This design comes from an exercise in tuning for small area on the open sky130 flow, not from production work. Only simulation tests tie the RTL to the original design; equivalence was not proved. Power and IR drop assume default switching activity.

===== design/flow/config.mk =====
export PLATFORM = sky130hd
export DESIGN_NAME = rgblcd_top
export DESIGN_NICKNAME = rgblcd_top
export VERILOG_FILES = /design/flow/design.v
export SDC_FILE = /design/flow/constraint.sdc
export NUM_CORES = 4
export LEC_CHECK = 0
export CAP_MARGIN = 20
export CORE_MARGIN = 2
export CORE_UTILIZATION = 40
export SLEW_MARGIN = 20

===== design/flow/constraint.sdc =====
create_clock -name core_clock -period 10.0 [get_ports {clk}]
set_input_delay 2.0000 -clock core_clock [delete_from_list [all_inputs] [get_ports {clk}]]
set_output_delay 2.0000 -clock core_clock [all_outputs]
set_load 0.01 [all_outputs]

===== design/flow/design.v =====
`timescale 1ns/1ns
module lcd_ctrl
(
	input  wire			clk,			 
	input  wire			rst_n,     		 
	input  wire	[23:0]	lcd_data,		 
	output wire			lcd_clk,   		 
	output wire			lcd_hs,	    	 
	output wire			lcd_vs,	    	 
	output wire			lcd_de,			 
	output wire	[23:0]	lcd_rgb,		 
	output wire	[11:0]	lcd_xpos,		 
	output wire	[11:0]	lcd_ypos		 
);
	parameter H_SYNC = 10	; 		 
	parameter H_BACK = 46	; 		 
	parameter H_DISP = 800	; 		 
	parameter H_FRONT = 210 ; 		 
	parameter H_TOTAL = 1066; 		 
	parameter V_SYNC = 4	; 		 
	parameter V_BACK = 23	; 		 
	parameter V_DISP = 480	; 		 
	parameter V_FRONT = 13	; 		 
	parameter V_TOTAL = 520 ;  		 
localparam	H_AHEAD = 	12'd1;
reg [11:0] hcnt; 
reg [11:0] vcnt;
wire lcd_request;
always @ (posedge clk or negedge rst_n)
begin
	if (!rst_n)
		hcnt <= 12'd0;
	else
	begin
        if(hcnt < H_TOTAL - 1'b1)		 
            hcnt <= hcnt + 1'b1;
        else
            hcnt <= 12'd0;
	end
end 
assign	lcd_hs = (hcnt <= H_SYNC - 1'b1) ? 1'b0 : 1'b1;  
always@(posedge clk or negedge rst_n)
begin
	if (!rst_n)
		vcnt <= 12'b0;
	else if(hcnt == H_TOTAL - 1'b1)	 
		begin
		if(vcnt == V_TOTAL - 1'b1)		 
			vcnt <= 12'd0;
		else
			vcnt <= vcnt + 1'b1;
		end
end
assign	lcd_vs = (vcnt <= V_SYNC - 1'b1) ? 1'b0 : 1'b1;  
assign	lcd_de		=	(hcnt >= H_SYNC + H_BACK  && hcnt < H_SYNC + H_BACK + H_DISP) &&
						(vcnt >= V_SYNC + V_BACK  && vcnt < V_SYNC + V_BACK + V_DISP) 
						? 1'b1 : 1'b0;                    
assign	lcd_rgb 	= 	lcd_de ? lcd_data : 24'h000000;	
assign	lcd_request	=	(hcnt >= H_SYNC + H_BACK - H_AHEAD && hcnt < H_SYNC + H_BACK + H_DISP - H_AHEAD) &&
						(vcnt >= V_SYNC + V_BACK && vcnt < V_SYNC + V_BACK + V_DISP) 
						? 1'b1 : 1'b0;
assign	lcd_xpos	= 	lcd_request ? (hcnt - (H_SYNC + H_BACK - H_AHEAD)) : 12'd0;
assign	lcd_ypos	= 	lcd_request ? (vcnt - (V_SYNC + V_BACK)) : 12'd0;
assign lcd_clk = clk ;
endmodule
`timescale 1ns/1ns
module lcd_data
#(
	parameter H_DISP = 800,
	parameter V_DISP = 480,
	parameter PHASE  = 600_000	 
)
( 
	input  wire	 		clk,	
	input  wire			rst_n,	
	input  wire	[11:0]	lcd_xpos,	 
	input  wire	[11:0]	lcd_ypos,	 
	output reg  [23:0]	lcd_data	 
);
reg [28:0] clk50M_CNT;
always @(posedge clk or negedge rst_n) begin
	if(!rst_n) begin
		clk50M_CNT <= 0;
	end
	else begin
		if (clk50M_CNT==PHASE*8) begin
			clk50M_CNT<=0;
		end
		else 
		clk50M_CNT <= clk50M_CNT+1'b1;
	end
end
always@(posedge clk or negedge rst_n)
begin
	if(!rst_n)
		lcd_data <= 24'h0;
	else
		begin
		if	(clk50M_CNT>PHASE*7)
			lcd_data <= 24'hFF0000;
		else if(clk50M_CNT>PHASE*6)
			lcd_data <= 24'h00FF00;
		else if(clk50M_CNT>PHASE*5)
			lcd_data <= 24'h0000FF;
		else if(clk50M_CNT>PHASE*4)
		begin
		if	(lcd_ypos >= 0 && lcd_ypos < (V_DISP/8)*1  && lcd_xpos < (H_DISP/8)*4)
			lcd_data <= 24'hFF0000;
		else if(lcd_ypos >= (V_DISP/8)*1 && lcd_ypos < (V_DISP/8)*2  && lcd_xpos < (H_DISP/8)*4)
			lcd_data <= 24'h00FF00;
		else if(lcd_ypos >= (V_DISP/8)*2 && lcd_ypos < (V_DISP/8)*3  && lcd_xpos < (H_DISP/8)*4)
			lcd_data <= 24'h0000FF;
		else if(lcd_ypos >= (V_DISP/8)*3 && lcd_ypos < (V_DISP/8)*4  && lcd_xpos < (H_DISP/8)*4)
			lcd_data <= 24'hFFFFFF;
		else if(lcd_ypos >= (V_DISP/8)*4 && lcd_ypos < (V_DISP/8)*5  && lcd_xpos < (H_DISP/8)*4)
			lcd_data <= 24'h000000;
		else if(lcd_ypos >= (V_DISP/8)*5 && lcd_ypos < (V_DISP/8)*6 && lcd_xpos < (H_DISP/8)*4 )
			lcd_data <= 24'hFFFF00;
		else if(lcd_ypos >= (V_DISP/8)*6 && lcd_ypos < (V_DISP/8)*7  && lcd_xpos < (H_DISP/8)*4)
			lcd_data <= 24'hFF00FF;
		else
			lcd_data <= 24'h00FFFF;
		end
		else if(clk50M_CNT>PHASE*3)
		begin begin
		if	(lcd_xpos >= 0 && lcd_xpos < (H_DISP/8)*1)
			lcd_data <= 24'hFF0000;
		else if(lcd_xpos >= (H_DISP/8)*1 && lcd_xpos < (H_DISP/8)*2)
			lcd_data <= 24'h00FF00;
		else if(lcd_xpos >= (H_DISP/8)*2 && lcd_xpos < (H_DISP/8)*3)
			lcd_data <= 24'h0000FF;
		else if(lcd_xpos >= (H_DISP/8)*3 && lcd_xpos < (H_DISP/8)*4)
			lcd_data <= 24'hFFFFFF;
		else if(lcd_xpos >= (H_DISP/8)*4 && lcd_xpos < (H_DISP/8)*5)
			lcd_data <= 24'h000000;
		else if(lcd_xpos >= (H_DISP/8)*5 && lcd_xpos < (H_DISP/8)*6)
			lcd_data <= 24'hFFFF00;
		else if(lcd_xpos >= (H_DISP/8)*6 && lcd_xpos < (H_DISP/8)*7)
			lcd_data <= 24'hFF00FF;
		else
			lcd_data <= 24'h00FFFF;
		end end
		else if(clk50M_CNT>PHASE*2 )
			lcd_data <= {lcd_ypos[7:0], lcd_ypos[7:0], lcd_ypos[7:0]};
		else if(clk50M_CNT>PHASE*1)
			lcd_data <= lcd_xpos * lcd_ypos;
		else
			lcd_data <= 24'h00FFFF;
		end
end
endmodule
module rgblcd_top (
        input           clk,
        input           rst_n,
        output [4:0]  	LCD_R,
        output [5:0]  	LCD_G,
        output [4:0]  	LCD_B,
        output          lcd_de,
        output          lcd_hsync,
        output          lcd_vsync,
        output			lcd_bl
    );
    reg [31:0] bl_cnt;
    always @(posedge clk or negedge rst_n) begin
        if(!rst_n)
            bl_cnt<=0;
        else if(bl_cnt>250000)
            bl_cnt<=0;
        else begin
            bl_cnt<=bl_cnt+1;
        end
    end
   assign lcd_bl = bl_cnt>(250000/10)*4 ;
    wire clk_out = clk;
    parameter para = 8 ;
    wire [23:0] lcd_rgb  ;
    wire [23:0] lcd_data ;
    assign LCD_R[4:0] = lcd_rgb[4+ para*2:para*2];
    assign LCD_G[5:0] = lcd_rgb[5+ para*1:para*1];
    assign LCD_B[4:0] = lcd_rgb[4+ para*0:para*0];
    wire	[11:0]	lcd_xpos;
    wire	[11:0]	lcd_ypos;
    lcd_ctrl lcd_ctrl_inst (
                 .clk        (clk_out)    ,       
                 .rst_n      (rst_n)      ,       
                 .lcd_data   (lcd_data)   ,       
                 .lcd_clk    ()           ,       
                 .lcd_hs     (lcd_hsync)  ,	     
                 .lcd_vs     (lcd_vsync)  ,	     
                 .lcd_de     (lcd_de)     ,	     
                 .lcd_rgb    (lcd_rgb)    ,       
                 .lcd_xpos   (lcd_xpos)   ,       
                 .lcd_ypos   (lcd_ypos)		     
             );
    lcd_data lcd_data_inst(
                 .clk(clk),
                 .rst_n(rst_n),
                 .lcd_xpos(lcd_xpos),	 
                 .lcd_ypos(lcd_ypos),	 
                 .lcd_data(lcd_data)	     
             );
endmodule

===== design/flow/run.sh =====
#!/bin/bash
# synth_recipe.tcl (not shown) runs the flow's synth.tcl, then flattens the netlist and writes it again
# the make line also repeats each setting of config.mk as NAME=value (left out here)
make -C /OpenROAD-flow-scripts/flow DESIGN_CONFIG=/design/flow/config.mk WORK_HOME=/design/flow/orfs CLKGATE_MAP_FILE= SYNTH_SCRIPT=/design/flow/synth_recipe.tcl finish

==> run notes <==
==> sequential cells by signal, indices dropped and copies added, names as in the netlist <==
register                  count
lcd_ctrl_inst.vcnt           12
lcd_ctrl_inst.hcnt           12
lcd_data_inst.clk50M_CNT     29
lcd_data_inst.lcd_data       16
bl_cnt                       32
==> layout by cell type (no fill, tap or decap), drive strengths merged, types with 32 or more instances in the layout <==
| master | count |
|---|---|
| o21ai | 37 |
| conb | 35 |
| nand2 | 136 |
| nand3 | 39 |
| xor2 | 33 |
| dfrtp | 101 |
| ha | 56 |
| nor3 | 34 |
| fa | 97 |
| a21oi | 32 |
| nor2 | 137 |
| xnor2 | 57 |
| inv | 156 |
==> metrics by stage <==
stage	area [sq um]	worst slack (ps)	hold WS, ps	power, uW
final	11570	1678	477.3	885.4
after global routing	11570	1108	508.3	923.7
after CTS	11570	1705	478.2	895.8
after detailed placement	11250	1749	467.0	521.5
after global placement	11250	2105	453.0	520.2
after floorplan	10840	3240	437.1	485.2
==> cell type report <==
class / count / share of cell area
Sequential cell: 101 / 0.2184
Clock buffer: 10 / 0.02065
Inverter: 153 / 0.04962
Timing Repair Buffer: 31 / 0.02443
Clock inverter: 6 / 0.006702
Multi-Input combinational cell: 967 / 0.6440
Tap cell: 335 / 0.03621
==> routing by layer <==
metal,vias up,GRT usage
met1,4305,0.2872
met5,-,0
met2,263,0.3238
li1,4191,-
met3,64,0.03120
met4,0,0.05671
==> path summary, 6_finish.rpt <==
check	cells after the start	slack, ps	startpoint	to
worst max register to register	23	1680	lcd_ctrl_inst.hcnt[0]	lcd_data_inst.lcd_data[19]
worst min-delay path	1	480	lcd_data_inst.clk50M_CNT[28]	lcd_data_inst.clk50M_CNT[28]
min in group asynchronous	1	1540	rst_n	lcd_data_inst.clk50M_CNT[4]
worst max-delay path	23	1680	lcd_ctrl_inst.hcnt[0]	lcd_data_inst.lcd_data[19]
max in group asynchronous	2	7200	rst_n	lcd_ctrl_inst.hcnt[11]
worst min register to register	1	480	lcd_data_inst.clk50M_CNT[28]	lcd_data_inst.clk50M_CNT[28]
==> kinds of logic (layout without fill, tap and decap cells) <==
group	Yosys count	count (layout)	share of synthesized area
fa+ha+maj	153	153	0.2466
compound gates	201	201	0.1373
other cells	2	35	0.0007008
buf+inv	220	200	0.08068
mux	4	4	0.003970
simple gates	484	484	0.2200
flops	101	101	0.2358
xor+xnor	90	90	0.07496
==> worst register-to-register path, delay by kind of cell, from the launching register on <==
family / cells / cell delay (ps)
AND/OR/NAND/NOR: 7 / 2300
flip-flops: 1 / 570
adder cells (fa/ha/maj): 7 / 3320
AO/OA/AOI/OAI: 6 / 1900
buffers and inverters: 3 / 150
==> power by group through the flow <==
stage / Clock [uW] / Sequential [uW] / Combinational [uW]
finish: 373 / 417 / 95.9
detailed placement: 0 / 425 / 96.7
floorplan: 0 / 423 / 62.6
CTS: 381 / 417 / 98.1
global route: 395 / 417 / 112
global placement: 0 / 424 / 95.7
==> summary.txt <==
CTS
  – Total CTS buffers: 9
  – Clock Latency Late Sink: 350 ps
  – H-Tree Depth: 3
  – CTS Sinks: 101
  – CTS clock-pin slew for the worst setup and hold paths: 70 ps
  – CTS Hold Buffers Added: 0
  – Root buf cell: clkbuf_16
  – Post-CTS Repair Setup Buffers: 0
  – Clock buffer depth: 2
  – CTS tree: done
  – # resized after CTS: 0

Detailed routing
  – Drt pass-1 iters: 8
  – Vias: 8823
  – Post-DRT Antenna Nets: 0
  – 1st-iter DRT viols: 732
  – Residual DRC count: 0
  – Routed length on met2: 12430 microns
  – WL met1: 12340 microns
  – Top sig layer: met4
  – Wire length on met3: 1497 microns
  – Wirelength per Cell: 16.83 microns
  – Final WL: 26980 microns
  – Vias per cell: 5.504

Power and ir drop
  – Maximum vdd drop: 0.00007692 V
  – Clk pwr share: 0.421
  – Power Density: 76.50 mW/mm^2
  – Gate power share: 0.108
  – Sw frac: 0.2636
  – P_leak: 0.005129 uW
  – Net Switching: 233.4 uW
  – Pint: 652.1 uW
  – Sequential share of power: 0.471

Synth
  – Post-synth top flop: dfrtp_1
  – Cell count after synthesis: 1255
  – Area share of the largest cell type after synthesis: 0.2358
  – Synth async-reset ratio: 1.000
  – Most numerous cell in the Yosys netlist: inv_1
  – Post-synthesis sequential area ratio: 0.2358
  – Cell variety after synth: 87
  – Synthesis Warnings: 3
  – Largest cells by area after synthesis: dfrtp_1, fa_1, ha_1, inv_1, nor2_1
  – Synth Cell Area: 0.01072 sq mm
  – Post-synth EDFFs: 0
  – Cell taking the most area after synthesis: dfrtp_1
  – Register bit total from synthesis: 101
  – Syn Area/Cell: 8.539 sq um
  – Commonest cells in the netlist: inv_1, nor2_1, nand2_1

STA
  – Max Slew Vio Count: 0
  – Post-layout min period: 8322 ps
  – Period Utilization, post-route: 0.8322
  – Final hold vios: 0
  – Final setup viols: 0
  – RSZ-0062 raised after global routing: false
  – Clock Skews: 8.722 ps
  – Rel. slew slack: 0.3064
  – Setup TNS: 0 ps
  – Least-Margin Pin Slew: 1037 ps
  – Fmax: 0.1202 GHz

Finish
  – Filler cell count in the final layout: 2549
  – Share of layout cells above drive strength 1: 0.04259
  – Area Overhead vs Synth: 8.010%
  – Multi-input gate area: 0.007455 sq mm
  – Core Util, Final: 0.4417
  – Finished Layout Cells: 1603
  – Inserted Diodes: 0
  – Sequential cell area: 0.002527 sq mm
  – Fin nets: 1418

Placed design
  – Cell Count Post-Placement: 1586
  – Post-DP HPWL: 20960 microns
  – Port Buffer Count: 21
  – Placer Congestion: 0.8983

Setup path
  – Crit-path leading delay family: adder cells
  – CP max stage delay: 870 ps
  – Crit-path max FO: 22
  – Critical path startpoint category: register
  – Worst Path Required: 10260 ps
  – Most common cell on crit path: fa_1
  – Buf/Inv on CP: 3
  – Crit end category: register
  – Sequence of cells on the critical path: ha_1 -> a21oi_1 -> or4_1 -> nand4_2 -> nor2_1 -> nand2_1 -> fa_1 -> fa_1 -> inv_1 -> fa_1 -> fa_1 -> inv_1 -> fa_1 -> inv_1 -> ha_1 -> and2_1 -> and3_1 -> and3_1 -> o2111ai_1 -> a21boi_0 -> o21a_1 -> o311a_1 -> o221ai_1
  – WP data arrival: 8580 ps
  – CP max-delay cell: nor2_1
  – WS Path Type: reg2reg

Status
  – Run status: complete, no violations

Global route
  – First-pass GRT wire length: 46310 microns
  – Vias in the first global route: 8852
  – Maximum number of pins on one net before global-route repair: 76
  – Initial antenna violation count: 0
  – Tot GR Track Use: 0.2028
  – GRT overflow: 0

Job
  – Total of max-cap violations: 0

Floorplan
  – Die footprint: 0.02812 sq mm
  – Placeable Area: 0.02621 sq mm
  – Ports: 22
  – Die height: 167.7 microns
  – Initial core utilization: 0.4089
  – Chip width: 167.7 microns
  – Row cnt: 59

Hold path
  – Hold Crit Class: reg2reg

-- port drivers added, routing unchanged --
In the flow no input, the clock included, has a driving cell. The finished layout below was timed again as built, in two steps. Step 1 (the two cells are an assumption about what drives the block):
set clk [get_ports {clk}]
set_driving_cell -lib_cell sky130_fd_sc_hd__clkbuf_16 $clk
set_driving_cell -lib_cell sky130_fd_sc_hd__buf_2 [delete_from_list [all_inputs] $clk]
Step 2 also shifts input and output timing later by t, the mid clock arrival at the registers, as if the neighbouring blocks saw the same clock. Slacks: no drivers / after step 1 / after step 2; pairs: no drivers / after step 1.
t, ns: 0.391
setup slack, ns: 1.678 / 1.678 / 1.678
slew at the worst register clock pin (ns): 0.08 / 0.08
After both steps this run still meets setup and hold. The setup slack of this run moves by 0.000 ns with the drivers and by 0.000 ns with both steps.
